This is an optimization exercise on Yosys and OpenROAD, whose aim is small area, not a production implementation.
RTL that was checked went through simulation tests only; none was proved equivalent to the original.
Function not checked in runs 2 to 5: the RTL went through the layout flow alone.
Power figures rest on the tool's default switching activity, not on a simulated workload.

--- flow/design.v ---
`timescale 1ns/10ps
module lab4(clk_50M,reset_n,write,write_control,write_address,write_data,write_complete,i2c_sda_o,i2c_sda_oe,i2c_scl);
	input clk_50M,reset_n,write;
	input [7:0]write_control;
	input [7:0] write_data;
	input [15:0] write_address;
	output reg write_complete;
	output reg i2c_scl;
	output i2c_sda_o;
	output i2c_sda_oe;
	reg i2c_sda;
	reg i2c_sda_en;
	reg write_d1;
	reg write_d2;
	reg scl_d1;
	reg scl_d2;
	reg start;
	reg OE;
	wire write_neg;
	wire write_pos;
	assign write_neg= ~write_d1 & write_d2;
	assign write_pos= write_d1 & ~write_d2;
	reg [6:0] count_scl;
	reg init;
	reg [20:0] count_100us;
	reg [20:0] count_50us;
	assign i2c_sda_o = i2c_sda;
	assign i2c_sda_oe = i2c_sda_en;
always @ (posedge clk_50M or negedge reset_n)
begin
	if(!reset_n)
	begin
		write_complete<=1'b1;
		i2c_scl<=1'b1;
		i2c_sda<=1'b1;
		i2c_sda_en<=1'b1;
		write_d1<= 1'b0;
		write_d2<= 1'b0;
		start<=1'b0;
		count_scl<=7'd0;
		count_100us<=20'd0;
		count_50us<=20'd0;
		init<=1'b0;
	end
	else begin
		write_d1<= write;
		write_d2<= write_d1;
		if(write_pos==1 && write_complete==1'b1)
		begin
			begin i2c_sda<=1'b0; i2c_sda_en<=1'b1; end
			start<=1'b1;
			write_complete<=1'b0;
		end
		if(start==1)
		begin
			begin i2c_sda<=1'b0; i2c_sda_en<=1'b1; end
			init<=1'b1;    
			start<=1'b0;
		end
		if(init==1 && count_scl<7'd75)    
		begin
			if(count_100us<20'd5000)
			begin
				count_100us<=count_100us+1'd1;
			end
			else if(count_100us>=20'd5000)
			begin
				count_100us<=20'd0;
				count_scl<=count_scl+1'd1;
			end
		end
		else if(init==1 && count_scl>=7'd75)
		begin
			init<=1'b0;
			count_scl<=7'd0;
		end
		case(count_scl)
		7'd1: begin  i2c_scl<=1'b0; if(count_50us<2500)begin    count_50us<=count_50us+1'd1; end  else if(count_50us>=2500)begin i2c_sda<=write_control[7]; i2c_sda_en<=1'b1; end  end
		7'd2: begin  i2c_scl<=1'b1; count_50us<=20'd0; begin i2c_sda<=write_control[7]; i2c_sda_en<=1'b1; end  end
		7'd3: begin  i2c_scl<=1'b0; if(count_50us<2500)begin    count_50us<=count_50us+1'd1; end  else if(count_50us>=2500)begin i2c_sda<=write_control[6]; i2c_sda_en<=1'b1; end  end
		7'd4: begin  i2c_scl<=1'b1;count_50us<=20'd0; begin i2c_sda<=write_control[6]; i2c_sda_en<=1'b1; end  end
		7'd5: begin  i2c_scl<=1'b0; if(count_50us<2500)begin    count_50us<=count_50us+1'd1; end  else if(count_50us>=2500)begin i2c_sda<=write_control[5]; i2c_sda_en<=1'b1; end  end
		7'd6: begin  i2c_scl<=1'b1;count_50us<=20'd0; begin i2c_sda<=write_control[5]; i2c_sda_en<=1'b1; end  end
		7'd7: begin  i2c_scl<=1'b0; if(count_50us<2500)begin    count_50us<=count_50us+1'd1; end  else if(count_50us>=2500)begin i2c_sda<=write_control[4]; i2c_sda_en<=1'b1; end  end
		7'd8: begin  i2c_scl<=1'b1;count_50us<=20'd0; begin i2c_sda<=write_control[4]; i2c_sda_en<=1'b1; end  end
		7'd9: begin  i2c_scl<=1'b0; if(count_50us<2500)begin    count_50us<=count_50us+1'd1; end  else if(count_50us>=2500)begin i2c_sda<=write_control[3]; i2c_sda_en<=1'b1; end  end
		7'd10: begin  i2c_scl<=1'b1;count_50us<=20'd0; begin i2c_sda<=write_control[3]; i2c_sda_en<=1'b1; end  end
		7'd11: begin  i2c_scl<=1'b0;if(count_50us<2500)begin    count_50us<=count_50us+1'd1; end  else if(count_50us>=2500) begin i2c_sda<=write_control[2]; i2c_sda_en<=1'b1; end  end
		7'd12: begin  i2c_scl<=1'b1;count_50us<=20'd0; begin i2c_sda<=write_control[2]; i2c_sda_en<=1'b1; end  end
		7'd13: begin  i2c_scl<=1'b0;if(count_50us<2500)begin    count_50us<=count_50us+1'd1; end  else if(count_50us>=2500) begin i2c_sda<=write_control[1]; i2c_sda_en<=1'b1; end  end
		7'd14: begin  i2c_scl<=1'b1;count_50us<=20'd0; begin i2c_sda<=write_control[1]; i2c_sda_en<=1'b1; end  end
		7'd15: begin  i2c_scl<=1'b0; if(count_50us<2500)begin    count_50us<=count_50us+1'd1; end  else if(count_50us>=2500)begin i2c_sda<=write_control[0]; i2c_sda_en<=1'b1; end  end
		7'd16: begin  i2c_scl<=1'b1;count_50us<=20'd0; begin i2c_sda<=write_control[0]; i2c_sda_en<=1'b1; end  end
		7'd17: begin  i2c_scl<=1'b0;if(count_50us<2500)begin    count_50us<=count_50us+1'd1; end  else if(count_50us>=2500) i2c_sda_en<=1'b0;  end
		7'd18: begin  i2c_scl<=1'b1;count_50us<=20'd0; i2c_sda_en<=1'b0;  end
 		7'd19: begin  i2c_scl<=1'b0;if(count_50us<2500)begin    count_50us<=count_50us+1'd1; end  else if(count_50us>=2500) begin i2c_sda<=1'b0; i2c_sda_en<=1'b1; end  end
		7'd20: begin  i2c_scl<=1'b1; count_50us<=20'd0;begin i2c_sda<=1'b0; i2c_sda_en<=1'b1; end  end
		7'd21: begin  i2c_scl<=1'b0; if(count_50us<2500)begin    count_50us<=count_50us+1'd1; end  else if(count_50us>=2500)begin i2c_sda<=write_address[14]; i2c_sda_en<=1'b1; end  end
		7'd22: begin  i2c_scl<=1'b1; count_50us<=20'd0;begin i2c_sda<=write_address[14]; i2c_sda_en<=1'b1; end  end
		7'd23: begin  i2c_scl<=1'b0; if(count_50us<2500)begin    count_50us<=count_50us+1'd1; end  else if(count_50us>=2500)begin i2c_sda<=write_address[13]; i2c_sda_en<=1'b1; end  end
		7'd24: begin  i2c_scl<=1'b1; count_50us<=20'd0;begin i2c_sda<=write_address[13]; i2c_sda_en<=1'b1; end  end
		7'd25: begin  i2c_scl<=1'b0; if(count_50us<2500)begin    count_50us<=count_50us+1'd1; end  else if(count_50us>=2500)begin i2c_sda<=write_address[12]; i2c_sda_en<=1'b1; end  end
		7'd26: begin  i2c_scl<=1'b1;count_50us<=20'd0; begin i2c_sda<=write_address[12]; i2c_sda_en<=1'b1; end  end
		7'd27: begin  i2c_scl<=1'b0; if(count_50us<2500)begin    count_50us<=count_50us+1'd1; end  else if(count_50us>=2500)begin i2c_sda<=write_address[11]; i2c_sda_en<=1'b1; end  end
		7'd28: begin  i2c_scl<=1'b1; count_50us<=20'd0;begin i2c_sda<=write_address[11]; i2c_sda_en<=1'b1; end  end
		7'd29: begin  i2c_scl<=1'b0; if(count_50us<2500)begin    count_50us<=count_50us+1'd1; end  else if(count_50us>=2500)begin i2c_sda<=write_address[10]; i2c_sda_en<=1'b1; end  end
		7'd30: begin  i2c_scl<=1'b1;count_50us<=20'd0; begin i2c_sda<=write_address[10]; i2c_sda_en<=1'b1; end  end
		7'd31: begin  i2c_scl<=1'b0;if(count_50us<2500)begin    count_50us<=count_50us+1'd1; end  else if(count_50us>=2500) begin i2c_sda<=write_address[9]; i2c_sda_en<=1'b1; end  end
		7'd32: begin  i2c_scl<=1'b1;count_50us<=20'd0; begin i2c_sda<=write_address[9]; i2c_sda_en<=1'b1; end  end
		7'd33: begin  i2c_scl<=1'b0; if(count_50us<2500)begin    count_50us<=count_50us+1'd1; end  else if(count_50us>=2500)begin i2c_sda<=write_address[8]; i2c_sda_en<=1'b1; end  end
		7'd34: begin  i2c_scl<=1'b1; count_50us<=20'd0; begin i2c_sda<=write_address[8]; i2c_sda_en<=1'b1; end  end
		7'd35: begin  i2c_scl<=1'b0;if(count_50us<2500)begin    count_50us<=count_50us+1'd1; end  else if(count_50us>=2500) i2c_sda_en<=1'b0;  end
		7'd36: begin  i2c_scl<=1'b1;count_50us<=20'd0; i2c_sda_en<=1'b0;  end
		7'd37: begin  i2c_scl<=1'b0;if(count_50us<2500)begin    count_50us<=count_50us+1'd1; end  else if(count_50us>=2500) begin i2c_sda<=write_address[7]; i2c_sda_en<=1'b1; end  end
		7'd38: begin  i2c_scl<=1'b1;count_50us<=20'd0; begin i2c_sda<=write_address[7]; i2c_sda_en<=1'b1; end  end
		7'd39: begin  i2c_scl<=1'b0;if(count_50us<2500)begin    count_50us<=count_50us+1'd1; end  else if(count_50us>=2500) begin i2c_sda<=write_address[6]; i2c_sda_en<=1'b1; end  end
		7'd40: begin  i2c_scl<=1'b1;count_50us<=20'd0; begin i2c_sda<=write_address[6]; i2c_sda_en<=1'b1; end  end
		7'd41: begin  i2c_scl<=1'b0;if(count_50us<2500)begin    count_50us<=count_50us+1'd1; end  else if(count_50us>=2500) begin i2c_sda<=write_address[5]; i2c_sda_en<=1'b1; end  end
		7'd42: begin  i2c_scl<=1'b1;count_50us<=20'd0; begin i2c_sda<=write_address[5]; i2c_sda_en<=1'b1; end  end
		7'd43: begin  i2c_scl<=1'b0;if(count_50us<2500)begin    count_50us<=count_50us+1'd1; end  else if(count_50us>=2500) begin i2c_sda<=write_address[4]; i2c_sda_en<=1'b1; end  end
		7'd44: begin  i2c_scl<=1'b1;count_50us<=20'd0; begin i2c_sda<=write_address[4]; i2c_sda_en<=1'b1; end  end
		7'd45: begin  i2c_scl<=1'b0;if(count_50us<2500)begin    count_50us<=count_50us+1'd1; end  else if(count_50us>=2500) begin i2c_sda<=write_address[3]; i2c_sda_en<=1'b1; end  end
		7'd46: begin  i2c_scl<=1'b1;count_50us<=20'd0; begin i2c_sda<=write_address[3]; i2c_sda_en<=1'b1; end  end
		7'd47: begin  i2c_scl<=1'b0; if(count_50us<2500)begin    count_50us<=count_50us+1'd1; end  else if(count_50us>=2500)begin i2c_sda<=write_address[2]; i2c_sda_en<=1'b1; end  end
		7'd48: begin  i2c_scl<=1'b1;count_50us<=20'd0; begin i2c_sda<=write_address[2]; i2c_sda_en<=1'b1; end  end
		7'd49: begin  i2c_scl<=1'b0;if(count_50us<2500)begin    count_50us<=count_50us+1'd1; end  else if(count_50us>=2500) begin i2c_sda<=write_address[1]; i2c_sda_en<=1'b1; end  end
		7'd50: begin  i2c_scl<=1'b1;count_50us<=20'd0; begin i2c_sda<=write_address[1]; i2c_sda_en<=1'b1; end  end
		7'd51: begin  i2c_scl<=1'b0;if(count_50us<2500)begin    count_50us<=count_50us+1'd1; end  else if(count_50us>=2500) begin i2c_sda<=write_address[0]; i2c_sda_en<=1'b1; end  end
		7'd52: begin  i2c_scl<=1'b1;count_50us<=20'd0; begin i2c_sda<=write_address[0]; i2c_sda_en<=1'b1; end  end
		7'd53: begin  i2c_scl<=1'b0;if(count_50us<2500)begin    count_50us<=count_50us+1'd1; end  else if(count_50us>=2500) i2c_sda_en<=1'b0;  end
		7'd54: begin  i2c_scl<=1'b1;count_50us<=20'd0; i2c_sda_en<=1'b0;  end
		7'd55: begin  i2c_scl<=1'b0; if(count_50us<2500)begin    count_50us<=count_50us+1'd1; end  else if(count_50us>=2500)begin i2c_sda<=write_data[7]; i2c_sda_en<=1'b1; end  end
		7'd56: begin  i2c_scl<=1'b1;count_50us<=20'd0; begin i2c_sda<=write_data[7]; i2c_sda_en<=1'b1; end  end
		7'd57: begin  i2c_scl<=1'b0; if(count_50us<2500)begin    count_50us<=count_50us+1'd1; end  else if(count_50us>=2500)begin i2c_sda<=write_data[6]; i2c_sda_en<=1'b1; end  end
		7'd58: begin  i2c_scl<=1'b1;count_50us<=20'd0; begin i2c_sda<=write_data[6]; i2c_sda_en<=1'b1; end  end
		7'd59: begin  i2c_scl<=1'b0; if(count_50us<2500)begin    count_50us<=count_50us+1'd1; end  else if(count_50us>=2500)begin i2c_sda<=write_data[5]; i2c_sda_en<=1'b1; end  end
		7'd60: begin  i2c_scl<=1'b1;count_50us<=20'd0; begin i2c_sda<=write_data[5]; i2c_sda_en<=1'b1; end  end
		7'd61: begin  i2c_scl<=1'b0; if(count_50us<2500)begin    count_50us<=count_50us+1'd1; end  else if(count_50us>=2500)begin i2c_sda<=write_data[4]; i2c_sda_en<=1'b1; end  end
		7'd62: begin  i2c_scl<=1'b1;count_50us<=20'd0; begin i2c_sda<=write_data[4]; i2c_sda_en<=1'b1; end  end
		7'd63: begin  i2c_scl<=1'b0; if(count_50us<2500)begin    count_50us<=count_50us+1'd1; end  else if(count_50us>=2500)begin i2c_sda<=write_data[3]; i2c_sda_en<=1'b1; end  end
		7'd64: begin  i2c_scl<=1'b1;count_50us<=20'd0; begin i2c_sda<=write_data[3]; i2c_sda_en<=1'b1; end  end
		7'd65: begin  i2c_scl<=1'b0; if(count_50us<2500)begin    count_50us<=count_50us+1'd1; end  else if(count_50us>=2500)begin i2c_sda<=write_data[2]; i2c_sda_en<=1'b1; end  end
		7'd66: begin  i2c_scl<=1'b1;count_50us<=20'd0; begin i2c_sda<=write_data[2]; i2c_sda_en<=1'b1; end  end
		7'd67: begin  i2c_scl<=1'b0; if(count_50us<2500)begin    count_50us<=count_50us+1'd1; end  else if(count_50us>=2500)begin i2c_sda<=write_data[1]; i2c_sda_en<=1'b1; end  end
		7'd68: begin  i2c_scl<=1'b1;count_50us<=20'd0; begin i2c_sda<=write_data[1]; i2c_sda_en<=1'b1; end  end
		7'd69: begin  i2c_scl<=1'b0; if(count_50us<2500)begin    count_50us<=count_50us+1'd1; end  else if(count_50us>=2500)begin i2c_sda<=write_data[0]; i2c_sda_en<=1'b1; end  end
		7'd70: begin  i2c_scl<=1'b1;count_50us<=20'd0; begin i2c_sda<=write_data[0]; i2c_sda_en<=1'b1; end  end
		7'd71: begin  i2c_scl<=1'b0; if(count_50us<2500)begin    count_50us<=count_50us+1'd1; end  else if(count_50us>=2500)  i2c_sda_en<=1'b0;  end
		7'd72: begin  i2c_scl<=1'b1;count_50us<=20'd0; i2c_sda_en<=1'b0;  end
		7'd73:begin  i2c_scl<=1'b0; begin i2c_sda<=1'b0; i2c_sda_en<=1'b1; end end
		7'd74:begin  i2c_scl<=1'b1; begin i2c_sda<=1'b0; i2c_sda_en<=1'b1; end end
		7'd75:begin  i2c_scl<=1'b1; begin i2c_sda<=1'b1; i2c_sda_en<=1'b1; end  write_complete<=1'b1; end
		endcase
	end
end
endmodule
--- flow/run.sh ---
#!/bin/bash
# synth_recipe.tcl (not shown) runs the flow's synth.tcl, then flattens the netlist and writes it again
# the make line also repeats each setting of config.mk as NAME=value (left out here)
make -C /OpenROAD-flow-scripts/flow DESIGN_CONFIG=/design/flow/config.mk WORK_HOME=/design/flow/orfs CLKGATE_MAP_FILE= SYNTH_SCRIPT=/design/flow/synth_recipe.tcl finish
--- flow/config.mk ---
export PLATFORM = sky130hd
export DESIGN_NAME = lab4
export DESIGN_NICKNAME = lab4
export VERILOG_FILES = /design/flow/design.v
export SDC_FILE = /design/flow/constraint.sdc
export NUM_CORES = 4
export LEC_CHECK = 0
export CAP_MARGIN = 20
export CORE_MARGIN = 2
export CORE_UTILIZATION = 40
export PLACE_DENSITY = 0.6
export SLEW_MARGIN = 20
--- flow/constraint.sdc ---
create_clock -name core_clock -period 20.0 [get_ports {clk_50M}]
set_input_delay 4.0000 -clock core_clock [delete_from_list [all_inputs] [get_ports {clk_50M}]]
set_output_delay 4.0000 -clock core_clock [all_outputs]
set_load 0.01 [all_outputs]
==> results of run 1 <==
-- final timing paths --
check,slack [ps],startpoint,cells after the start,end
worst min-delay path,430,write_d1,0,write_d2
min in group asynchronous,3780,reset_n,2,count_100us[1]
worst min register to register,430,write_d1,0,write_d2
max in group asynchronous,15730,reset_n,2,count_50us[13]
worst max register to register,16470,count_scl[1],9,count_50us[14]
worst max-delay path,14060,write_address[10],8,i2c_sda
-- routing by layer --
layer | track usage (%) | share of wire (%) | vias up | routed length [um]
li1 | - | - | 1955 | -
met1 | 27.6 | 46 | 1987 | 5410
met2 | 32.7 | 47 | 118 | 5530
met3 | 4.27 | 5.5 | 6 | 646
met4 | 5.88 | 0.78 | 0 | 91
met5 | 0 | 0 | - | 0
-- registers in the layout, indices dropped and copies added (netlist names) --
| register | flops |
|---|---|
| count_100us | 21 |
| count_50us | 21 |
| count_scl | 7 |
| i2c_scl | 1 |
| i2c_sda | 1 |
| i2c_sda_en | 1 |
| init | 1 |
| start | 1 |
| write_complete | 1 |
| write_d1 | 1 |
| write_d2 | 1 |
-- cell usage after synthesis, types with 6 or more instances --
cell | instances | area [sq um]
nand2_1 | 34 | 128
nand4_1 | 12 | 75.1
buf_6 | 13 | 146
dfrtp_1 | 53 | 1330
or3_1 | 9 | 56.3
and2_1 | 18 | 113
a21o_1 | 7 | 52.6
or4_1 | 6 | 45.0
nor3b_1 | 8 | 60.1
a31oi_1 | 9 | 56.3
nand3_1 | 18 | 90.1
inv_1 | 11 | 41.3
nor4_1 | 6 | 37.5
mux2i_1 | 9 | 90.1
nand2b_1 | 10 | 62.6
ha_1 | 7 | 87.6
nor2b_1 | 12 | 75.1
clkbuf_1 | 12 | 45.0
o21ai_0 | 50 | 250
nand3b_1 | 7 | 52.6
nor2_1 | 30 | 113
nor3_1 | 11 | 55.1
a21oi_1 | 20 | 100
o211ai_1 | 9 | 67.6
and3_1 | 14 | 87.6
o21a_1 | 7 | 52.6
-- worst max-delay path, delay by kind of cell --
family	cells	cell delay, ps
AOI/OAI and AO/OA	3	830
and+or+nand+nor	3	680
buffers and inverters	1	410
muxes	1	290
-- stage by stage --
| stage | area, sq um | utilization [%] |
|---|---|---|
| after detailed placement | 4750 | 43.8 |
| after global routing | 4950 | 45.7 |
| after global placement | 4750 | 43.8 |
| after CTS | 4940 | 45.6 |
| final | 4950 | 45.7 |
| after floorplan | 4440 | - |
-- placed cells by master, fill, tap and decap left out, drive strengths merged, types with 7 or more instances in the layout --
cell type,count
nand2,34
o211ai,9
nor4,8
nor3b,8
o21ai,50
nand2b,11
mux2i,10
nor2b,13
a21oi,20
buf,8
and2,18
a21o,7
clkbuf,13
dfrtp,53
inv,11
o21a,7
nor3,11
nand4,12
and3,14
clkdlybuf4s50,36
or3,9
a31oi,9
nand3b,8
nand3,18
nor2,30
ha,7
-- cells by family after synthesis --
group           after synthesis
mux                          15
xor+xnor                      3
simple gates                227
flops                        57
buf+inv                      49
compound gates              151
fa+ha+maj                     7
-- area by class of cell --
type / instances / area (sq um)
fillers: 1096 / 5890
multi-input cells: 403 / 2700
flip-flops and latches: 57 / 1430
repair buffers: 44 / 418
well taps: 140 / 175
clock buffers: 13 / 149
inverters: 11 / 41.3
clock inverters: 3 / 40.0
-- power by group through the flow --
stage               clock network (uW)  registers (uW)  logic [uW]
floorplan                            0             118        1.47
global placement                     0             118        11.5
detailed placement                   0             118        11.5
CTS                                109             116        11.6
global route                       114             116        12.6
finish                             105             116        11.5
==> results.tsv, run 1 <==
stage	metric	value	unit
detailed_routing	drc_errors	0	
synthesis	synth-simple-area-share	30.8	%
clock_tree	cts_buffers	9	
clock_tree	ctsHoldBuffers	0	
synthesis	ys_warn_count	1	
clock_tree	cts-root-buf	clkbuf_8	
critical_path	path_cells	clkdlybuf4s50_1 > mux2_1 > a22oi_1 > nor2b_1 > o41ai_4 > nand2_1 > or4_1 > o32a_1	
timing	fin_crit	5940	ps
synthesis	yosysSeqAreaShare	32.2	%
placed_design	dp_cells	655	
timing	max_slew_margin	39.7	%
floorplanning	rows	38	
flow_run	maxCapViolations	0	
detailed_routing	vias	4066	
timing	rsz0062_at_grt	no	
critical_path	cp_max_fo	2	
status	status	no timing/DRC/antenna violations	
critical_path	worstSetupEndpointType	register	
critical_path	cpPeakStageDelay	500	ps
placed_design	pre_cts_slack	13730	ps
power_and_ir_drop	intPower	183	uW
power_and_ir_drop	sw_frac_of_total	21.2	%
clock_tree	cts.clk_slew.worst_paths	70	ps
critical_path	arrival	6210	ps
timing	tightest_slew	903	ps
power_and_ir_drop	combPwrFrac	4.9	%
timing	finClkSkew	11.3	ps
timing	finalSetupViolCount	0	
synthesis	synthMuxAreaShare	3.69	%
floorplanning	die_y	109	um
critical_path	start_kind	input port	
synthesis	synth_compound_area_share	23.4	%
synthesis	ys_seq_elements	57	
synthesis	avgSynthCellArea	8.73	sq um
hold_path	hold_class	reg -> reg	
clock_tree	cts_tree	done	
clock_tree	cts_resized	0	
global_routing	grt_usage	20.3	%
clock_tree	cts-htree-levels	3	
timing	hold_ws	429	ps
global_routing	grt_pass1_wl	19.2	mm
final_layout	drive_above_1_share	9.23	%
detailed_routing	totalWireLength	11.7	mm
floorplanning	initial_core_util	41.0	%
detailed_routing	drt-vias-per-instance	6.06	
final_layout	diodes	0	
detailed_routing	first_pass_iters	5	
timing	finalCritPeriodShare	29.7	%
placed_design	gp_congestion	0.871	
power_and_ir_drop	ir_drop	0.0473	mV
clock_tree	cts.path.max_buffers	2	
clock_tree	clock_latency	340	ps
power_and_ir_drop	power_frac_seq	49.9	%
synthesis	synth_nets	551	
critical_path	slowest_stage	or4_1	
power_and_ir_drop	power_density	46.9	nW/um^2
detailed_routing	drt-initial-drc-count	376	
power_and_ir_drop	clkPwrFrac	45.2	%
power_and_ir_drop	power	232	uW
placed_design	port_buffers	37	
power_and_ir_drop	leakagePower	0.00200	uW
timing	fmax	0.168	GHz
critical_path	path_class	in -> reg	
synthesis	async_flop_share	100	%
final_layout	stdcell_count	671	
detailed_routing	wl_per_cell	17.4	um
timing	hold_viol	0	
synthesis	synth_area	4440	sq um
global_routing	antenna_found_initial	0	
global_routing	grt_pass1_vias	3828	
timing	setup_ws	14060	ps
detailed_routing	ant_nets	0	
synthesis	synth_cell_types	86	
floorplanning	die_w	109	um
clock_tree	cts.sinks	57	
global_routing	overflow	0	
synthesis	synth_ff_type	dfrtp_1	
synthesis	synthCells	509	
clock_tree	post-cts-setup-buffers	0	
floorplanning	die_area	12000	sq um
critical_path	cp.required	20270	ps
placed_design	dp_hpwl	7.86	mm
global_routing	grt_max_degree	58	
floorplanning	coreArea	10800	sq um
floorplanning	ios	39	
timing	setup-tns-final	0	ps
synthesis	synthAdderAreaFrac	1.97	%
synthesis	synth_xor_area_share	0.591	%
final_layout	area_delta_synth_final	11.4	%
power_and_ir_drop	p_switching	49.1	uW
timing	drv_slew	0	
synthesis	synth_edf_count	0	
final_layout	nNetsFinal	568	
synthesis	synth_top_family_by_area	simple AND/OR/NAND/NOR gates	
==> inputs of run 2 (changes only) <==
==> flow/design.v (replaced) <==
`timescale 1ns/10ps
module lab4(clk_50M,reset_n,write,write_control,write_address,write_data,write_complete,i2c_sda_o,i2c_sda_oe,i2c_scl);
	input clk_50M,reset_n,write;
	input [7:0] write_control;
	input [7:0] write_data;
	input [15:0] write_address;
	output write_complete;
	output i2c_scl;
	output i2c_sda_o;
	output i2c_sda_oe;
	reg write_d1;
	reg write_d2;
	reg busy;
	reg [11:0] c;
	reg [1:0] g;
	reg [3:0] j;
	reg [1:0] q;
	wire start = write_d1 & ~write_d2 & ~busy;
	wire tc = c[11] & ~c[10] & c[8] & c[7] & c[6] & c[2];
	wire pre = (j == 4'd15);
	wire post = (j == 4'd9);
	wire ack = (j == 4'd8);
	wire last = ack & (g == 2'd3);
	wire done = post & (q == 2'd2) & tc;
	always @(posedge clk_50M or negedge reset_n)
		if (!reset_n) begin
			write_d1 <= 1'b0;
			write_d2 <= 1'b0;
			busy <= 1'b0;
		end else begin
			write_d1 <= write;
			write_d2 <= write_d1;
			if (start)
				busy <= 1'b1;
			else if (done)
				busy <= 1'b0;
		end
	always @(posedge clk_50M)
		if (!busy) begin
			c <= 12'hfff;
			g <= 2'd0;
			j <= 4'd15;
			q <= 2'd1;
		end else if (tc) begin
			c <= {11'd0, ~q[0]};
			q <= q + 1'b1;
			if (q == 2'd3) begin
				if (ack && !last) begin
					j <= 4'd0;
					g <= g + 1'b1;
				end else
					j <= j + 1'b1;
			end
		end else
			c <= c + 1'b1;
	reg bit_v;
	always @(*)
		case ({g, j[2:0]})
			5'd0: bit_v = write_control[7];
			5'd1: bit_v = write_control[6];
			5'd2: bit_v = write_control[5];
			5'd3: bit_v = write_control[4];
			5'd4: bit_v = write_control[3];
			5'd5: bit_v = write_control[2];
			5'd6: bit_v = write_control[1];
			5'd7: bit_v = write_control[0];
			5'd8: bit_v = 1'b0;
			5'd9: bit_v = write_address[14];
			5'd10: bit_v = write_address[13];
			5'd11: bit_v = write_address[12];
			5'd12: bit_v = write_address[11];
			5'd13: bit_v = write_address[10];
			5'd14: bit_v = write_address[9];
			5'd15: bit_v = write_address[8];
			5'd16: bit_v = write_address[7];
			5'd17: bit_v = write_address[6];
			5'd18: bit_v = write_address[5];
			5'd19: bit_v = write_address[4];
			5'd20: bit_v = write_address[3];
			5'd21: bit_v = write_address[2];
			5'd22: bit_v = write_address[1];
			5'd23: bit_v = write_address[0];
			5'd24: bit_v = write_data[7];
			5'd25: bit_v = write_data[6];
			5'd26: bit_v = write_data[5];
			5'd27: bit_v = write_data[4];
			5'd28: bit_v = write_data[3];
			5'd29: bit_v = write_data[2];
			5'd30: bit_v = write_data[1];
			default: bit_v = write_data[0];
		endcase
	wire stop_low = post | (last & (q == 2'd3));
	assign write_complete = ~busy;
	assign i2c_scl = ~busy | (q[1] ^ q[0]);
	assign i2c_sda_o = ~busy | (~pre & ~stop_low & bit_v);
	assign i2c_sda_oe = ~busy | pre | stop_low | ~ack;
endmodule
==> run 2 against run 1 <==
Still clean. Global-route usage down 3.5 points. Utilization rose by 7.4 points. Clock skew shrank 8.1 ps. Setup slack got worse by 4200 ps. Sequential share of layout area down 4.8 points. Design area down 60%. Worst hold slack got worse by 43 ps. Synthesized cell count is 65% lower. First-iteration DRC count is 77% lower. Sequential power shrank about 30%. Highest routed layer unchanged.
==> results.tsv, run 2 <==
stage	metric	value	unit	change
detailed_routing	wl_per_cell	13.6	um	-22%
synthesis	yosysSeqAreaShare	30.5	%	-1.7 points
floorplanning	die_w	66.5	um	-39%
synthesis	async_flop_share	13.0	%	-87 points
clock_tree	post-cts-setup-buffers	0		unchanged
final_layout	largest_register	c		
floorplanning	ios	39		unchanged
timing	hold_ws	386	ps	-43.1 ps
clock_tree	cts.clk_slew.worst_paths	70	ps	about the same
placed_design	dp_hpwl	2.51	mm	-68%
synthesis	ys_top_cells_by_count	20 x dfxtp_1, 13 x nand3_1, 12 x nand2_1, 12 x o21ai_0, 11 x xor2_1		
power_and_ir_drop	combPwrFrac	45.8	%	+41 points
timing	max_slew_margin	41.6	%	+1.9 points
synthesis	ys_warn_count	1		unchanged
final_layout	final_common_cell	clkdlybuf4s50_1		
clock_tree	cts.path.max_buffers	2		unchanged
detailed_routing	drt-vias-per-instance	5.34		-12%
detailed_routing	drt-initial-drc-count	87		-77%
timing	drv_slew	0		unchanged
timing	finClkSkew	3.12	ps	-8.15 ps
synthesis	yosys.area.top_type	dfxtp_1		
synthesis	synth_cell_types	49		-43%
timing	finalSetupViolCount	0		unchanged
power_and_ir_drop	clkPwrFrac	13.6	%	-32 points
critical_path	path_common_cell	clkdlybuf4s50_1		
final_layout	nFillCells	368		-66%
timing	setup-tns-final	0	ps	unchanged
critical_path	cp.required	16000	ps	-4270 ps
detailed_routing	drc_errors	0		unchanged
power_and_ir_drop	leakagePower	0.000749	uW	-62%
critical_path	path_class	in -> out		
clock_tree	cts_buffers	3		-6
synthesis	synth_top_area_share	25.7	%	-4.2 points
final_layout	drive_above_1_share	5.83	%	-3.4 points
global_routing	grt_pass1_vias	1312		-66%
synthesis	synth_nets	221		-60%
global_routing	overflow	0		unchanged
global_routing	antenna_found_initial	0		unchanged
detailed_routing	ant_nets	0		unchanged
final_layout	top_regs	c: 12 flops, j: 4 flops		
power_and_ir_drop	power_density	102	nW/um^2	+120%
timing	tightest_slew	875	ps	-27.7 ps
critical_path	slowest_stage	or4_4		
timing	fmax	0.0983	GHz	-42%
timing	rsz0062_at_grt	no		
power_and_ir_drop	power	201	uW	-14%
power_and_ir_drop	sw_frac_of_total	37.2	%	+16 points
synthesis	synth_area	1560	sq um	-65%
floorplanning	rows	22		-42%
final_layout	regArea	475	sq um	-67%
synthesis	synth_edf_count	0		unchanged
hold_path	hold_class	reg -> reg		
floorplanning	initial_core_util	42.0	%	+1.0 points
status	status	no timing/DRC/antenna violations		
floorplanning	die_y	66.5	um	-39%
global_routing	grt_max_degree	26		-55%
placed_design	dp_cells	250		-62%
critical_path	path_delay_family	buffers and inverters		
clock_tree	ctsHoldBuffers	0		unchanged
floorplanning	coreArea	3720	sq um	-66%
critical_path	arrival	6170	ps	-40 ps
clock_tree	cts-htree-levels	1		-2
clock_tree	cts_resized	0		unchanged
critical_path	cp_max_fo	1		-1
clock_tree	cts_tree	done		
critical_path	worstSetupEndpointType	output pin		
clock_tree	cts.sinks	23		-60%
final_layout	nNetsFinal	250		-56%
power_and_ir_drop	ir_drop	0.0644	mV	+36%
clock_tree	cts-root-buf	clkbuf_8		
critical_path	cp.buffers_inverters	2		+1
final_layout	layout_common_cells	37 x clkdlybuf4s50_1, 20 x dfxtp_1, 13 x nand3_1, 12 x nand2_1, 12 x o21ai_0		
flow_run	maxCapViolations	0		unchanged
detailed_routing	first_pass_iters	4		-1
critical_path	path_cells	clkdlybuf4s50_1 > a222oi_1 > nor3_1 > or4_4 > nor4b_2 > o21ai_1 > clkdlybuf4s50_1		
clock_tree	clock_latency	250	ps	-90 ps
synthesis	synthCells	178		-65%
synthesis	ys_seq_elements	23		-60%
timing	finalCritPeriodShare	50.8	%	+21 points
synthesis	avgSynthCellArea	8.77	sq um	+0.42%
synthesis	yosys-top-cells-area	dfxtp_1 26%, ha_1 6.4%, xor2_1 6.2%, dfrtp_1 4.8%, nand3_1 4.2%		
final_layout	multi_input_area	983	sq um	-64%
final_layout	area_delta_synth_final	26.4	%	
detailed_routing	vias	1357		-67%
power_and_ir_drop	power_frac_seq	40.6	%	-9.3 points
timing	fin_crit	10170	ps	+4230 ps
global_routing	grt_pass1_wl	5.84	mm	-70%
synthesis	yosysMostFrequentCell	dfxtp_1		
placed_design	gp_congestion	0.803		-7.8%
final_layout	diodes	0		unchanged
global_routing	grt_usage	16.9	%	-3.5 points
critical_path	cpPeakStageDelay	530	ps	+30 ps
synthesis	synth_ff_type	dfxtp_1		
final_layout	largest_register_ffs	12		
power_and_ir_drop	p_switching	74.6	uW	+52%
floorplanning	die_area	4420	sq um	-63%
power_and_ir_drop	intPower	126	uW	-31%
final_layout	final_core_util	53.1	%	+7.4 points
final_layout	stdcell_count	254		-62%
placed_design	port_buffers	37		unchanged
detailed_routing	totalWireLength	3.44	mm	-71%
timing	hold_viol	0		unchanged
critical_path	start_kind	input port		
## run 2: layout make-up
type	count	share of cell area, %
multi-input cells	133	49.9
flip-flops and latches	23	24.1
repair buffers	38	19.2
well taps	48	3.05
clock buffers	4	2.28
inverters	8	1.52
## run 2: per-layer routing
layer | up-vias | routed length (um) | global-route usage (%)
met5 | - | 0 | 0
met4 | 0 | 14 | 2.30
met3 | 2 | 123 | 3.72
met2 | 21 | 1570 | 28.2
met1 | 622 | 1730 | 22.7
li1 | 712 | - | -
## run 2: power groups by stage
stage	Combinational [uW]	Clock [uW]	Sequential, uW
global placement	90.2	0	81.3
global route	104	31.2	84.2
detailed placement	92.3	0	82.4
finish	91.8	27.3	81.5
CTS	93.0	28.8	81.3
floorplan	71.6	0	74.5
## run 2: stage by stage
step                setup slack [ps]  instance area [sq um]
detailed placement              9820                   1930
global placement                9840                   1930
global route                    9760                   1970
CTS                             9810                   1970
floorplan                      10780                   1560
finish                          9830                   1970
## run 2: worst register-to-register path: cells and delay by family (launching register included)
family	cells	cell delay (ps)
adder cells (fa/ha/maj)	1	330
flip-flops	1	890
AND/OR/NAND/NOR	3	230
multiplexers	1	210
## run 2: kinds of logic after synthesis
| group | synth area share [%] |
|---|---|
| simple gates | 23.3 |
| fa+ha+maj | 6.42 |
| flops | 30.5 |
| xor+xnor | 8.42 |
| compound gates | 19.1 |
| mux | 5.45 |
| buf+inv | 6.82 |
## run 2: final timing paths
| check | end | slack, ps | cells after the start | startpoint |
|---|---|---|---|---|
| max in group asynchronous | write_d1 | 15950 | 1 | reset_n |
| max | i2c_sda_o | 9830 | 7 | write_address[0] |
| min in group asynchronous | write_d2 | 3920 | 1 | reset_n |
| min reg2reg | write_d2 | 390 | 0 | write_d1 |
| max reg2reg | g[1] | 18220 | 5 | g[1] |
| min | write_d2 | 390 | 0 | write_d1 |
==> inputs of run 3 (changes only) <==
==> flow/design.v (replaced) <==
`timescale 1ns/10ps
module lab4(clk_50M,reset_n,write,write_control,write_address,write_data,write_complete,i2c_sda_o,i2c_sda_oe,i2c_scl);
	input clk_50M,reset_n,write;
	input [7:0] write_control;
	input [7:0] write_data;
	input [15:0] write_address;
	output write_complete;
	output i2c_scl;
	output i2c_sda_o;
	output i2c_sda_oe;
	reg write_d1;
	reg write_d2;
	reg idle;
	reg [11:0] c;
	reg [1:0] q;
	reg [3:0] j;
	reg [1:0] g;
	wire busy = ~idle;
	wire tc = ~c[11] & c[10] & ~c[9] & ~c[8] & c[7] & c[5] & c[4] & c[2] & ~c[1] & ~c[0];
	wire adv = tc & q[1] & ~q[0];
	wire g3 = g[1] & g[0];
	wire tostop = j[3] & ~j[0] & g3;
	wire done = j[3] & j[0] & ~g[1] & ~g[0] & q[1] & q[0] & tc;
	always @(posedge clk_50M or negedge reset_n)
		if (!reset_n) begin
			write_d1 <= 1'b0;
			write_d2 <= 1'b0;
			idle <= 1'b1;
		end else begin
			write_d1 <= write;
			write_d2 <= write_d1;
			idle <= idle ? ~(write_d1 & ~write_d2) : done;
		end
	always @(posedge clk_50M) begin
		c[11:10] <= idle ? 2'b11 : tc ? 2'b00 : c[10:9];
		c[9:1] <= (idle | tc) ? 9'd0 : c[8:0];
		c[0] <= busy & (tc ? q[0] : ~(c[11] ^ c[0]));
		if (idle)
			q <= 2'b01;
		else if (tc)
			q <= {q[0], ~q[1]};
		if (idle) begin
			j <= 4'b1111;
			g <= 2'b11;
		end else if (adv) begin
			if (j[3])
				j <= {4{tostop}};
			else
				j <= j + 1'b1;
			if (j[3])
				g <= g + 1'b1;
		end
	end
	wire [31:0] dv = {write_data[0], write_data[1], write_data[2], write_data[3],
		write_data[4], write_data[5], write_data[6], write_data[7],
		write_address[0], write_address[1], write_address[2], write_address[3],
		write_address[4], write_address[5], write_address[6], write_address[7],
		write_address[8], write_address[9], write_address[10], write_address[11],
		write_address[12], write_address[13], write_address[14], j[3],
		write_control[0], write_control[1], write_control[2], write_control[3],
		write_control[4], write_control[5], write_control[6], write_control[7]};
	wire [7:0] m1;
	wire [1:0] m2;
	genvar k;
	generate for (k = 0; k < 8; k = k + 1) begin : l1
		lab4_mux4 u (.s(j[1:0]), .d(dv[4*k+3:4*k]), .y(m1[k]));
	end endgenerate
	lab4_mux4 u20 (.s({g[0], j[2]}), .d(m1[3:0]), .y(m2[0]));
	lab4_mux4 u21 (.s({g[0], j[2]}), .d(m1[7:4]), .y(m2[1]));
	wire bit_v = g[1] ? m2[1] : m2[0];
	assign write_complete = idle;
	assign i2c_scl = idle | q[0];
	assign i2c_sda_o = idle | (~j[3] & bit_v);
	assign i2c_sda_oe = idle | ~j[3] | j[0] | (g3 & q[1] & ~q[0]);
endmodule
module lab4_mux4(s, d, y);
	input [1:0] s;
	input [3:0] d;
	output y;
	assign y = d[s];
endmodule
==> flow/flow/run.sh (new file) <==
#!/bin/bash
# Standard ORFS layout, with two changes:
#  - synthesis maps logic with an area-oriented ABC script (flow/abc_area.script)
#    in place of ORFS's abc_speed.script;
#  - port buffers are sky130_fd_sc_hd__buf_1.
set -euo pipefail
D=$(pwd)
mkdir -p "$D/scripts"
for f in "$FLOW_HOME"/scripts/*; do ln -sf "$f" "$D/scripts/"; done
rm -f "$D/scripts/abc_speed.script"
cp "$D/flow/abc_area.script" "$D/scripts/abc_speed.script"
export SCRIPTS_DIR="$D/scripts"
export BUFFER_PORTS_ARGS="-buffer_cell sky130_fd_sc_hd__buf_1"
bash standard.sh finish > "$D/standard.log" 2>&1
==> flow/flow/abc_area.script (new file) <==
&get -n
&st
&dch
&nf -R 1000 -p
&put
==> flow/standard.sh (new file) <==
#!/bin/bash
# synth_recipe.tcl (not shown) runs the flow's synth.tcl, then flattens the netlist and writes it again
# the make line also repeats each setting of config.mk as NAME=value (left out here)
make -C /OpenROAD-flow-scripts/flow DESIGN_CONFIG=/design/flow/config.mk WORK_HOME=/design/flow/orfs CLKGATE_MAP_FILE= SYNTH_SCRIPT=/design/flow/synth_recipe.tcl "${@:-finish}"
--- a/flow/config.mk
+++ b/flow/config.mk
@@ -10,3 +10,5 @@
 export CORE_UTILIZATION = 40
 export PLACE_DENSITY = 0.6
 export SLEW_MARGIN = 20
+export SYNTH_HIERARCHICAL = 1
+export SYNTH_MINIMUM_KEEP_SIZE = 0
removed: flow/run.sh
==> run 3 against run 2 <==
Fmax is 8.6% higher. Non-clock buffer count unchanged. Area after synthesis shrank 30%. Global-route usage fell by 3.2 points. Via count is 37% lower. Utilization shrank 1.8 points. Setup slack improved by 810 ps. First-iteration DRC count shrank 83%. Clock power is 23% lower. Sequential power down 19%. Flip-flop and latch count did not move. Clock-buffer cell count shrank 1. Largest power group is now sequential cells. Highest routed layer unchanged.
==> results.tsv, run 3 <==
stage	metric	value	unit	change
status	status	no timing/DRC/antenna violations		
power_and_ir_drop	ir_drop	0.0712	mV	+11%
timing	hold_ws	412	ps	+25.9 ps
final_layout	nFillCells	252		-32%
placed_design	gp_congestion	0.733		-8.6%
critical_path	rr_startpoint	c[8]		
clock_tree	cts-root-buf	clkbuf_4		
critical_path	arrival	5360	ps	-810 ps
synthesis	synth_edf_count	0		unchanged
clock_tree	cts_tree	done		
critical_path	cp_max_fo	1		unchanged
critical_path	cpPeakStageDelay	470	ps	-60 ps
critical_path	start_kind	input port		
critical_path	path_class	in -> out		
clock_tree	cts.sinks	23		unchanged
critical_path	path_delay_family	multiplexers		
timing	setup_ws	10640	ps	+807 ps
detailed_routing	first_pass_iters	4		unchanged
detailed_routing	drt-initial-drc-count	15		-83%
timing	fmax	0.107	GHz	+8.6%
timing	drv_slew	0		unchanged
power_and_ir_drop	power	103	uW	-49%
final_layout	diodes	0		unchanged
clock_tree	ctsHoldBuffers	0		unchanged
final_layout	drive_above_1_share	11.9	%	+6.1 points
floorplanning	ios	39		unchanged
floorplanning	die_y	56.3	um	-15%
critical_path	rrSetupSlack	18130	ps	-90 ps
detailed_routing	drc_errors	0		unchanged
synthesis	avgSynthCellArea	11.9	sq um	+36%
timing	rsz0062_at_grt	no		
power_and_ir_drop	power_density	79.0	nW/um^2	-22%
power_and_ir_drop	leakagePower	0.000484	uW	-35%
floorplanning	die_w	56.3	um	-15%
floorplanning	initial_core_util	43.0	%	+0.98 points
global_routing	antenna_found_initial	0		unchanged
critical_path	slowest_stage	mux4_2		
flow_run	maxCapViolations	0		unchanged
timing	hold_viol	0		unchanged
global_routing	grt_pass1_wl	3.53	mm	-40%
global_routing	grt_pass1_vias	827		-37%
detailed_routing	totalWireLength	1.97	mm	-43%
detailed_routing	vias	859		-37%
detailed_routing	ant_nets	0		unchanged
final_layout	layout_common_cells	37 x buf_1, 20 x dfxtp_1, 10 x mux4_2, 7 x nand2b_1		
final_layout	largest_register	c		
final_layout	area_delta_synth_final	19.3	%	
final_layout	nNetsFinal	172		-31%
placed_design	pre_cts_slack	10630	ps	+808 ps
timing	finalSetupViolCount	0		unchanged
critical_path	r2r_cells	7		+2
timing	finClkSkew	2.15	ps	-0.972 ps
detailed_routing	drt-vias-per-instance	5.24		-2.0%
synthesis	yosys.area.top_type	dfxtp_1		
synthesis	ys_warn_count	7		+6
clock_tree	cts-htree-levels	1		unchanged
placed_design	dp_hpwl	1.55	mm	-38%
placed_design	port_buffers	37		unchanged
synthesis	synthCells	92		-48%
clock_tree	cts.clk_slew.worst_paths	120	ps	+50 ps
hold_path	hold_class	reg -> reg		
clock_tree	cts.path.max_buffers	2		unchanged
synthesis	ys_seq_elements	23		unchanged
timing	fin_crit	9360	ps	-807 ps
timing	tightest_slew	693	ps	-182 ps
hold_path	whs_endpoint	write_d2		
synthesis	synth_cell_types	27		-45%
floorplanning	die_area	3170	sq um	-28%
timing	finalCritPeriodShare	46.8	%	-4.0 points
synthesis	ys_top_cells_by_count	20 x dfxtp_1, 10 x mux4_2, 7 x nand2b_1		
clock_tree	cts_resized	0		unchanged
critical_path	cp.required	16000	ps	about the same
final_layout	final_common_cell	buf_1		
critical_path	cp.buffers_inverters	2		unchanged
detailed_routing	wl_per_cell	12.0	um	-11%
synthesis	synth_top_area_share	36.6	%	+11 points
hold_path	hp-start	write_d1		
critical_path	rr_endpoint	j[0]		
global_routing	grt_usage	13.6	%	-3.2 points
hold_path	hold-path-cell-count	0		unchanged
global_routing	grt_max_degree	22		-15%
critical_path	path_cells	buf_1 > mux4_2 > mux4_2 > mux2i_1 > o21bai_1 > buf_1		
synthesis	yosys-top-cells-area	dfxtp_1 37%, mux4_2 21%, mux2i_1 5.5%, dfrtp_1 4.6%, nand2b_1 4.0%		
synthesis	yosysSeqAreaShare	43.6	%	+13 points
clock_tree	clock_latency	300	ps	+50 ps
timing	setup-tns-final	0	ps	unchanged
final_layout	largest_register_ffs	12		unchanged
synthesis	yosysMostFrequentCell	dfxtp_1		
floorplanning	rows	18		-18%
final_layout	top_regs	c: 12 flops, j: 4 flops		
synthesis	synth_area	1090	sq um	-30%
synthesis	synth_ff_type	dfxtp_1		
synthesis	async_flop_share	13.0	%	unchanged
synthesis	synth_nets	129		-42%
timing	max_slew_margin	53.8	%	+12 points
critical_path	worstSetupEndpointType	output pin		
clock_tree	post-cts-setup-buffers	0		unchanged
floorplanning	coreArea	2540	sq um	-32%
clock_tree	cts_buffers	3		unchanged
global_routing	overflow	0		unchanged
-- run 3: layout make-up --
type                            count  area, sq um  share of cell area [%]
Clock buffer                        3         22.5                    1.73
Multi-Input combinational cell     66          606                    46.4
Clock inverter                      1         5.00                   0.384
Tap cell                           30         37.5                    2.88
Timing Repair Buffer               38          146                    11.2
Sequential cell                    23          477                    36.5
Inverter                            3         11.3                   0.863
-- run 3: logic make-up (layout without fill, tap and decap cells) --
kind of cell	Yosys count	after routing	synth area share, %
and+or+nand+nor	33	33	18.4
DFF	23	23	43.6
muxes	16	16	26.1
AOI/OAI and AO/OA	12	12	6.18
xor gates and xnor gates	3	3	2.40
buffers and inverters	3	45	1.03
adders and majority gates	2	2	2.29
-- run 3: modules after synthesis (local to each module, per instance) --
module     times used  area (sq um)  flip-flops and latches
lab4                1           868                      23
lab4_mux4          10          22.5                       0
-- run 3: worst max path at each step --
stage / start / end / slack, ps / cells after the start
after floorplan: write_data[0] / i2c_sda_o / 10870 / 4
after global placement: write_control[4] / i2c_sda_o / 10670 / 6
after detailed placement: write_data[0] / i2c_sda_o / 10630 / 6
after CTS: write_data[0] / i2c_sda_o / 10630 / 6
after global routing: write_data[0] / i2c_sda_o / 10590 / 6
final: write_data[0] / i2c_sda_o / 10640 / 6
-- run 3: power breakdown --
group | internal [uW] | switching (uW)
clock | 7.45 | 13.5
combinational | 10.4 | 5.34
sequential | 59.8 | 6.61
total | 77.6 | 25.5
-- run 3: metal layers --
layer | wire (um) | track usage [%] | part of all wire, % | up-vias
li1 | - | - | - | 429
met3 | 75 | 1.38 | 3.8 | 2
met5 | 0 | 0 | 0 | -
met2 | 920 | 22.7 | 47 | 25
met4 | 27 | 5.10 | 1.4 | 0
met1 | 945 | 18.2 | 48 | 403
-- run 3: per-stage QoR --
stage                     std cells  utilization, %  instance area (sq um)
after global placement          160            50.2                   1280
after floorplan                  92               -                   1090
after global routing            164            51.3                   1310
final                           164            51.3                   1310
after CTS                       164            51.3                   1310
after detailed placement        160            50.2                   1280
==> inputs of run 4 (changes only) <==
--- a/flow/design.v
+++ b/flow/design.v
@@ -11,14 +11,15 @@
 	reg write_d1;
 	reg write_d2;
 	reg idle;
-	reg [11:0] c;
+	reg [11:0] cs;
 	reg [1:0] q;
 	reg [3:0] j;
 	reg [1:0] g;
 	wire busy = ~idle;
-	wire tc = ~c[11] & c[10] & ~c[9] & ~c[8] & c[7] & c[5] & c[4] & c[2] & ~c[1] & ~c[0];
+	wire tc = cs[11] & cs[10] & cs[9] & ~cs[8] & ~cs[7] & ~cs[5] & cs[4] & cs[2] & cs[1] & ~cs[0];
+	wire load = idle | tc;
 	wire adv = tc & q[1] & ~q[0];
-	wire g3 = g[1] & g[0];
+	wire g3 = g[1] & ~g[0];
 	wire tostop = j[3] & ~j[0] & g3;
 	wire done = j[3] & j[0] & ~g[1] & ~g[0] & q[1] & q[0] & tc;
 	always @(posedge clk_50M or negedge reset_n)
@@ -32,29 +33,39 @@
 			idle <= idle ? ~(write_d1 & ~write_d2) : done;
 		end
 	always @(posedge clk_50M) begin
-		c[11:10] <= idle ? 2'b11 : tc ? 2'b00 : c[10:9];
-		c[9:1] <= (idle | tc) ? 9'd0 : c[8:0];
-		c[0] <= busy & (tc ? q[0] : ~(c[11] ^ c[0]));
+		cs[11] <= ~(idle | (~tc & cs[10]));
+		cs[10] <= ~(busy & (tc | cs[9]));
+		cs[9] <= ~(~load & cs[8]);
+		cs[8] <= ~(load | cs[7]);
+		cs[7] <= ~(~load & cs[6]);
+		cs[6] <= ~(load | cs[5]);
+		cs[5] <= ~(~load & cs[4]);
+		cs[4] <= ~(load | cs[3]);
+		cs[3] <= ~(~load & cs[2]);
+		cs[2] <= ~(load | cs[1]);
+		cs[1] <= ~(~load & cs[0]);
+		cs[0] <= busy & (tc ? q[0] : cs[11] ^ cs[0]);
 		if (idle)
 			q <= 2'b01;
 		else if (tc)
 			q <= {q[0], ~q[1]};
 		if (idle) begin
 			j <= 4'b1111;
-			g <= 2'b11;
+			g <= 2'b10;
 		end else if (adv) begin
+			j[0] <= ~j[0] & (~j[3] | g3);
+			j[1] <= (j[1] ^ j[0]) | tostop;
+			j[2] <= (j[2] ^ (j[1] & j[0])) | tostop;
+			j[3] <= (~j[3] & j[2] & j[1] & j[0]) | tostop;
 			if (j[3])
-				j <= {4{tostop}};
-			else
-				j <= j + 1'b1;
-			if (j[3])
-				g <= g + 1'b1;
+				g <= {g[0], ~g[1]};
 		end
 	end
-	wire [31:0] dv = {write_data[0], write_data[1], write_data[2], write_data[3],
-		write_data[4], write_data[5], write_data[6], write_data[7],
+	wire [31:0] dv = {
 		write_address[0], write_address[1], write_address[2], write_address[3],
 		write_address[4], write_address[5], write_address[6], write_address[7],
+		write_data[0], write_data[1], write_data[2], write_data[3],
+		write_data[4], write_data[5], write_data[6], write_data[7],
 		write_address[8], write_address[9], write_address[10], write_address[11],
 		write_address[12], write_address[13], write_address[14], j[3],
 		write_control[0], write_control[1], write_control[2], write_control[3],
==> run 4 against run 3 <==
Total power is 1.8% higher. Critical path depth stayed put. Setup slack worse by 11 ps. Sequential power is 3.9% higher.
==> results.tsv, run 4 <==
stage	metric	value	unit	change
critical_path	cp_max_fo	1		unchanged
final_layout	final_common_cell	buf_1		
global_routing	grt_max_degree	21		-4.5%
timing	setup-tns-final	0	ps	unchanged
synthesis	async_flop_share	13.0	%	unchanged
final_layout	largest_register	cs		
clock_tree	cts_buffers	3		unchanged
synthesis	yosysMostFrequentCell	dfxtp_1		
clock_tree	cts.clk_slew.worst_paths	110	ps	about the same
global_routing	antenna_found_initial	0		unchanged
power_and_ir_drop	leakagePower	0.000522	uW	+7.8%
detailed_routing	totalWireLength	2.15	mm	+9.1%
hold_path	hold_class	reg -> reg		
timing	finalCritPeriodShare	46.9	%	+0.056 points
global_routing	overflow	0		unchanged
detailed_routing	drt-initial-drc-count	17		+2
detailed_routing	wl_per_cell	12.7	um	+5.9%
clock_tree	cts_tree	done		
clock_tree	cts_resized	0		unchanged
synthesis	yosysSeqAreaShare	44.7	%	+1.1 points
final_layout	area_delta_synth_final	19.0	%	
synthesis	synth_ff_type	dfxtp_1		
floorplanning	rows	18		unchanged
global_routing	grt_pass1_vias	892		+7.9%
critical_path	path_class	in -> out		
power_and_ir_drop	ir_drop	0.0749	mV	+5.2%
synthesis	yosys.area.top_type	dfxtp_1		
timing	hold_ws	385	ps	-26.9 ps
critical_path	start_kind	input port		
final_layout	stdcell_count	169		+3.0%
detailed_routing	drt-vias-per-instance	5.14		-1.8%
floorplanning	die_y	55.6	um	-1.2%
final_layout	regArea	477	sq um	unchanged
synthesis	synth_area	1070	sq um	-2.5%
power_and_ir_drop	intPower	77.1	uW	-0.64%
timing	fin_crit	9370	ps	+11.2 ps
placed_design	place_area	1240	sq um	-2.7%
timing	finClkSkew	5.42	ps	+3.27 ps
final_layout	finalInstanceArea	1270	sq um	-2.8%
global_routing	grt_usage	15.4	%	+1.8 points
synthesis	yosys-top-cells-area	dfxtp_1 38%, mux4_2 21%, nand2_1 5.3%, dfrtp_1 4.7%, nand3b_1 3.5%		
critical_path	worstSetupEndpointType	output pin		
flow_run	maxCapViolations	0		unchanged
synthesis	synth_nets	134		+3.9%
synthesis	ys_top_cells_by_count	20 x dfxtp_1, 15 x nand2_1, 10 x mux4_2		
synthesis	synth_edf_count	0		unchanged
placed_design	dp_hpwl	1.63	mm	+5.4%
status	status	no timing/DRC/antenna violations		
final_layout	nFillCells	237		-6.0%
clock_tree	cts.sinks	23		unchanged
timing	max_slew_margin	54.6	%	+0.87 points
floorplanning	initial_core_util	42.6	%	-0.33 points
final_layout	largest_register_ffs	12		unchanged
detailed_routing	ant_nets	0		unchanged
placed_design	dp_cells	165		+3.1%
timing	hold_viol	0		unchanged
timing	fmax	0.107	GHz	-0.12%
final_layout	layout_common_cells	37 x buf_1, 20 x dfxtp_1, 15 x nand2_1, 10 x mux4_2, 9 x nor2_1		
power_and_ir_drop	sw_frac_of_total	26.5	%	+1.8 points
final_layout	diodes	0		unchanged
final_layout	drive_above_1_share	10.1	%	-1.9 points
synthesis	synth_top_area_share	37.6	%	+0.95 points
power_and_ir_drop	power_density	82.8	nW/um^2	+4.7%
synthesis	avgSynthCellArea	10.9	sq um	-8.5%
critical_path	cp.required	16000	ps	about the same
detailed_routing	vias	869		+1.2%
clock_tree	ctsHoldBuffers	0		unchanged
critical_path	arrival	5370	ps	about the same
power_and_ir_drop	clkPwrFrac	19.9	%	-0.5 points
detailed_routing	first_pass_iters	4		unchanged
clock_tree	cts-htree-levels	1		unchanged
final_layout	nNetsFinal	176		+2.3%
floorplanning	die_w	55.6	um	-1.2%
floorplanning	ios	39		unchanged
timing	tightest_slew	679	ps	-13.6 ps
floorplanning	die_area	3090	sq um	-2.3%
power_and_ir_drop	power_frac_seq	65.7	%	+1.3 points
timing	drv_slew	0		unchanged
power_and_ir_drop	p_switching	27.9	uW	+9.3%
final_layout	multi_input_area	582	sq um	-3.9%
placed_design	port_buffers	37		unchanged
global_routing	grt_pass1_wl	3.83	mm	+8.6%
final_layout	top_regs	cs: 12 flops, j: 4 flops		
timing	rsz0062_at_grt	no		
power_and_ir_drop	combPwrFrac	14.4	%	-0.9 points
placed_design	gp_congestion	0.712		-2.9%
synthesis	synthCells	98		+6.5%
timing	finalSetupViolCount	0		unchanged
clock_tree	cts.path.max_buffers	2		unchanged
clock_tree	post-cts-setup-buffers	0		unchanged
detailed_routing	drc_errors	0		unchanged
synthesis	ys_seq_elements	23		unchanged
synthesis	ys_warn_count	7		unchanged
floorplanning	coreArea	2500	sq um	-1.8%
synthesis	synth_cell_types	27		unchanged
clock_tree	cts-root-buf	clkbuf_4		
clock_tree	clock_latency	310	ps	about the same
run 4: changes by cell type after synthesis, moves of 4 or more:
cell	delta
mux2i_1	-4
nand2_1	+13
nor2_1	+7
and2_0	-6
nand3b_1	+4
run 4: worst max-delay path, stage by stage:
cell      delay, ps
buf_1            80
mux4_2          440
mux4_2          490
mux2i_1         140
o21bai_1         80
buf_1           140
run 4: area by class of cell:
type / count / area share, %
clock buffers: 4 / 2.07
inverters: 2 / 0.592
multi-input cells: 73 / 45.9
flip-flops and latches: 23 / 37.6
well taps: 30 / 2.96
repair buffers: 37 / 10.9
run 4: path summary, 6_finish.rpt:
path	from	slack, ps	cells past startpoint	endpoint
worst max-delay path	write_address[3]	10630	6	i2c_sda_o
worst min-delay path	cs[6]	380	1	cs[7]
worst max register to register	cs[11]	17760	7	g[0]
worst min register to register	cs[6]	380	1	cs[7]
max in group asynchronous	reset_n	16310	1	idle
min in group asynchronous	reset_n	3460	1	write_d2
run 4: power by group through the flow:
stage / Combinational (uW) / Sequential, uW / Clock, uW
final: 15.1 / 69.0 / 20.9
after global routing: 17.4 / 71.0 / 23.5
after CTS: 15.5 / 68.8 / 21.7
after detailed placement: 15.3 / 69.8 / 0
after global placement: 14.5 / 69.5 / 0
after floorplan: 10.9 / 67.7 / 0
run 4: cells by family (layout without fill, tap and decap cells):
| group | Yosys count | after routing | synth area share, % |
|---|---|---|---|
| buffers and inverters | 2 | 43 | 0.704 |
| AO/OA/AOI/OAI | 12 | 12 | 6.92 |
| AND/OR/NAND/NOR | 46 | 46 | 21.8 |
| flip-flops | 23 | 23 | 44.7 |
| XOR/XNOR | 2 | 2 | 1.64 |
| adder cells (fa/ha/maj) | 1 | 1 | 1.17 |
| multiplexers | 12 | 12 | 23.0 |
run 4: per-module statistics from Yosys (local to each module, per instance):
module | cells | flip-flops and latches | copies in the design
lab4 | 88 | 23 | 1
lab4_mux4 | 1 | 0 | 10
run 4: per-stage QoR:
stage | power, uW | worst slack (ps) | util [%]
after floorplan | 78.6 | 10870 | -
after global placement | 84.0 | 10640 | 49.7
after detailed placement | 85.0 | 10630 | 49.7
after CTS | 106 | 10630 | 50.8
after global routing | 112 | 10580 | 50.8
final | 105 | 10630 | 50.8
run 4: per-layer routing:
metal | up-vias | wire length, um | track usage (%)
met5 | - | 0 | 0
met4 | 0 | 0 | 3.14
met3 | 0 | 80 | 4.65
met2 | 16 | 1050 | 26.2
met1 | 412 | 1020 | 19.3
li1 | 441 | - | -
==> inputs of run 5 (changes only) <==
--- a/flow/config.mk
+++ b/flow/config.mk
@@ -7,8 +7,8 @@
 export LEC_CHECK = 0
 export CAP_MARGIN = 20
 export CORE_MARGIN = 2
-export CORE_UTILIZATION = 40
-export PLACE_DENSITY = 0.6
+export CORE_UTILIZATION = 70
+export PLACE_DENSITY = 0.85
 export SLEW_MARGIN = 20
 export SYNTH_HIERARCHICAL = 1
 export SYNTH_MINIMUM_KEEP_SIZE = 0
==> run 5 against run 4 <==
Still clean. Synthesized cell count did not move. Total power up 1.1%. Routed wire length increased by 9.5%. Sequential share of layout area increased by 0.49 points. Die area shrank 40%. Sequential power is 1% higher. Non-clock buffer count is the same. Combinational power rose by 3%. Critical path depth unchanged.
==> results.tsv, run 5 <==
stage	metric	value	unit	change
synthesis	synth_cell_types	27		unchanged
detailed_routing	wl_met1	970	um	-4.4%
synthesis	synth_top_area_share	37.6	%	unchanged
final_layout	layout_common_cells	37 x buf_1, 20 x dfxtp_1, 15 x nand2_1, 10 x mux4_2, 9 x nor2_1		
clock_tree	ctsHoldBuffers	0		unchanged
final_layout	nNetsFinal	176		unchanged
synthesis	yosys-top-cells-area	dfxtp_1 38%, mux4_2 21%, nand2_1 5.3%, dfrtp_1 4.7%, nand3b_1 3.5%		
final_layout	largest_register_ffs	12		unchanged
detailed_routing	drc_errors	0		unchanged
critical_path	path_cells	buf_1 > mux4_2 > mux4_2 > mux2i_1 > o21bai_1 > buf_1		
floorplanning	die_w	43.0	um	-23%
synthesis	yosys.area.top_type	dfxtp_1		
critical_path	r2r_cells	8		+1
critical_path	start_kind	input port		
detailed_routing	vias	916		+5.4%
detailed_routing	drt-vias-per-instance	5.91		+15%
timing	rsz0062_at_grt	no		
floorplanning	coreArea	1470	sq um	-41%
clock_tree	cts_resized	0		unchanged
detailed_routing	wl_per_cell	15.2	um	+19%
synthesis	avgSynthCellArea	10.9	sq um	unchanged
timing	hold_viol	0		unchanged
placed_design	port_buffers	37		unchanged
final_layout	drive_above_1_share	10.8	%	+0.72 points
detailed_routing	first_pass_iters	4		unchanged
critical_path	cpPeakStageDelay	480	ps	about the same
detailed_routing	routed.top_layer	met4		
timing	fin_crit	9420	ps	+44.6 ps
synthesis	yosysSeqAreaShare	44.7	%	unchanged
clock_tree	cts_tree	done		
power_and_ir_drop	leakagePower	0.000525	uW	+0.52%
hold_path	hold_class	reg -> reg		
timing	max_slew_margin	55.6	%	+0.92 points
hold_path	whs_endpoint	write_d2		
critical_path	slowest_stage	mux4_2		
global_routing	grt_max_degree	21		unchanged
synthesis	ys_seq_elements	23		unchanged
critical_path	cp_max_fo	1		unchanged
final_layout	top_regs	cs: 12 flops, j: 4 flops		
synthesis	synth_edf_count	0		unchanged
floorplanning	die_area	1850	sq um	-40%
critical_path	worstSetupEndpointType	output pin		
clock_tree	cts.sinks	23		unchanged
final_layout	diodes	0		unchanged
clock_tree	cts.path.max_buffers	2		unchanged
critical_path	cp.required	16000	ps	about the same
detailed_routing	wl_met3	158	um	+98%
detailed_routing	drt-initial-drc-count	25		+8
synthesis	synthCells	98		unchanged
clock_tree	cts-root-buf	clkbuf_4		
critical_path	rrSetupSlack	17740	ps	-20 ps
final_layout	largest_register	cs		
critical_path	arrival	5420	ps	+50 ps
global_routing	grt_usage	27.5	%	+12 points
critical_path	rr_endpoint	g[0]		
timing	finalSetupViolCount	0		unchanged
power_and_ir_drop	power_density	84.7	nW/um^2	+2.4%
placed_design	dp_hpwl	1.83	mm	+12%
critical_path	path_class	in -> out		
clock_tree	clock_latency	300	ps	about the same
status	status	no timing/DRC/antenna violations		
timing	hold_ws	393	ps	+8.11 ps
clock_tree	cts_buffers	3		unchanged
synthesis	async_flop_share	13.0	%	unchanged
global_routing	antenna_found_initial	0		unchanged
global_routing	overflow	0		unchanged
synthesis	synth_ff_type	dfxtp_1		
timing	finClkSkew	2.90	ps	-2.52 ps
final_layout	area_delta_synth_final	17.5	%	
synthesis	synth_nets	134		unchanged
hold_path	hold-path-cell-count	0		-1
floorplanning	ios	39		unchanged
synthesis	ys_warn_count	7		unchanged
hold_path	hp-start	write_d1		
floorplanning	die_y	43.0	um	-23%
synthesis	yosysMostFrequentCell	dfxtp_1		
final_layout	final_common_cell	buf_1		
detailed_routing	totalWireLength	2.36	mm	+9.5%
clock_tree	cts-htree-levels	1		unchanged
global_routing	grt_pass1_vias	846		-5.2%
clock_tree	cts.clk_slew.worst_paths	120	ps	about the same
critical_path	path_delay_family	multiplexers		
timing	setup-tns-final	0	ps	unchanged
critical_path	cp.buffers_inverters	2		unchanged
timing	drv_slew	0		unchanged
timing	tightest_slew	666	ps	-13.2 ps
final_layout	finalInstanceArea	1250	sq um	-1.3%
flow_run	maxCapViolations	0		unchanged
detailed_routing	met2WireLength	1.20	mm	+14%
power_and_ir_drop	ir_drop	0.0805	mV	+7.4%
clock_tree	post-cts-setup-buffers	0		unchanged
detailed_routing	ant_nets	0		unchanged
placed_design	place_area	1220	sq um	-1.4%
global_routing	grt_pass1_wl	3.71	mm	-3.1%
timing	fmax	0.106	GHz	-0.47%
placed_design	gp_congestion	0.780		+9.5%
floorplanning	initial_core_util	72.4	%	+30 points
synthesis	ys_top_cells_by_count	20 x dfxtp_1, 15 x nand2_1, 10 x mux4_2		
critical_path	rr_startpoint	cs[11]		
timing	finalCritPeriodShare	47.1	%	+0.22 points
synthesis	synth_area	1070	sq um	unchanged
floorplanning	rows	14		-4
==> run 5: cell types whose count changed in the layout (fill, tap and decap cells not counted) <==
cell      before  now
clkinv_2       0    1
clkbuf_1       1    0
==> run 5: stage by stage <==
step	total power, uW	setup WS, ps	utilization (%)	std cells
final	106	10580	85.1	155
after floorplan	78.6	10870	-	98
after CTS	107	10580	85.1	155
after global placement	83.7	10630	83.2	151
after detailed placement	86.2	10570	83.2	151
after global routing	112	10520	85.1	155
==> run 5: logic make-up (layout without fill, tap and decap cells) <==
family	count (synthesis)	in the layout	synth area share (%)
buffers and inverters	2	43	0.704
AND/OR/NAND/NOR	46	46	21.8
XOR/XNOR	2	2	1.64
AO/OA/AOI/OAI	12	12	6.92
flip-flops	23	23	44.7
adder cells (fa/ha/maj)	1	1	1.17
multiplexers	12	12	23.0
==> run 5: power by group <==
group | leakage [uW] | switching (uW) | internal, uW
Combinational | 0.000308 | 6.71 | 8.90
Sequential | 0.000200 | 9.43 | 60.5
Clock | 0.0000177 | 13.2 | 7.46
Total | 0.000525 | 29.3 | 76.8
==> run 5: final cells by class <==
| cell class | count | area [sq um] |
|---|---|---|
| clock buffers | 3 | 22.5 |
| clock inverters | 1 | 5.00 |
| fillers | 83 | 219 |
| inverters | 2 | 7.51 |
| multi-input cells | 73 | 582 |
| flip-flops and latches | 23 | 477 |
| well taps | 16 | 20.0 |
| repair buffers | 37 | 139 |
==> run 5: modules after synthesis (local to each module, per instance) <==
module | cells | cell area [sq um] | flip-flops and latches | copies in the design
lab4 | 88 | 841 | 23 | 1
lab4_mux4 | 1 | 22.5 | 0 | 10
==> run 5: worst max-delay path by stage <==
stage,startpoint,endpoint,slack [ps],cells after the start
6_report,write_control[4],i2c_sda_o,10580,6
5_1_grt,write_address[0],i2c_sda_o,10520,6
4_1_cts,write_control[4],i2c_sda_o,10580,6
3_5_place_dp,write_control[4],i2c_sda_o,10570,6
3_3_place_gp,write_address[0],i2c_sda_o,10630,6
2_1_floorplan,write_address[0],i2c_sda_o,10870,4
==> run 5: metal layers <==
| layer | vias to the layer above | global-route usage, % |
|---|---|---|
| met5 | - | 0 |
| met4 | 0 | 7.88 |
| met3 | 6 | 5.53 |
| met2 | 41 | 46.7 |
| met1 | 426 | 35.7 |
| li1 | 443 | - |

## static timing again, ports no longer ideal
In the flow no input, the clock included, has a driving cell. The finished layouts below were timed again as built, in two steps. Step 1 assumes that a clkbuf_16 drives the clock port and a buf_2 every other input. Step 2 adds t to the input delays and takes it off the output delays; t is the mean of the earliest and latest rising clock arrival at the registers after step 1. Input paths then give back, and output paths get back, about the clock's delay inside the block. Three values: ideal, step 1, step 2; two values: the first two.
| run | t (ns) | slack for setup (ns) | latest minus earliest clock arrival (ns) |
|---|---|---|---|
| run 1 | 0.361 | 14.059 / 14.065 / 13.704 | 0.012 / 0.011 |
| run 2 | 0.278 | 9.832 / 9.810 / 9.810 | 0.003 / 0.003 |
| run 3 | 0.321 | 10.639 / 10.610 / 10.610 | 0.002 / 0.002 |
| run 4 | 0.323 | 10.628 / 10.606 / 10.606 | 0.006 / 0.005 |
| run 5 | 0.321 | 10.584 / 10.560 / 10.560 | 0.003 / 0.003 |
After both steps setup and hold are still met in every run listed. The setup slack of run 1, which loses most, moves by +0.006 ns with the drivers and by -0.355 ns with both steps.
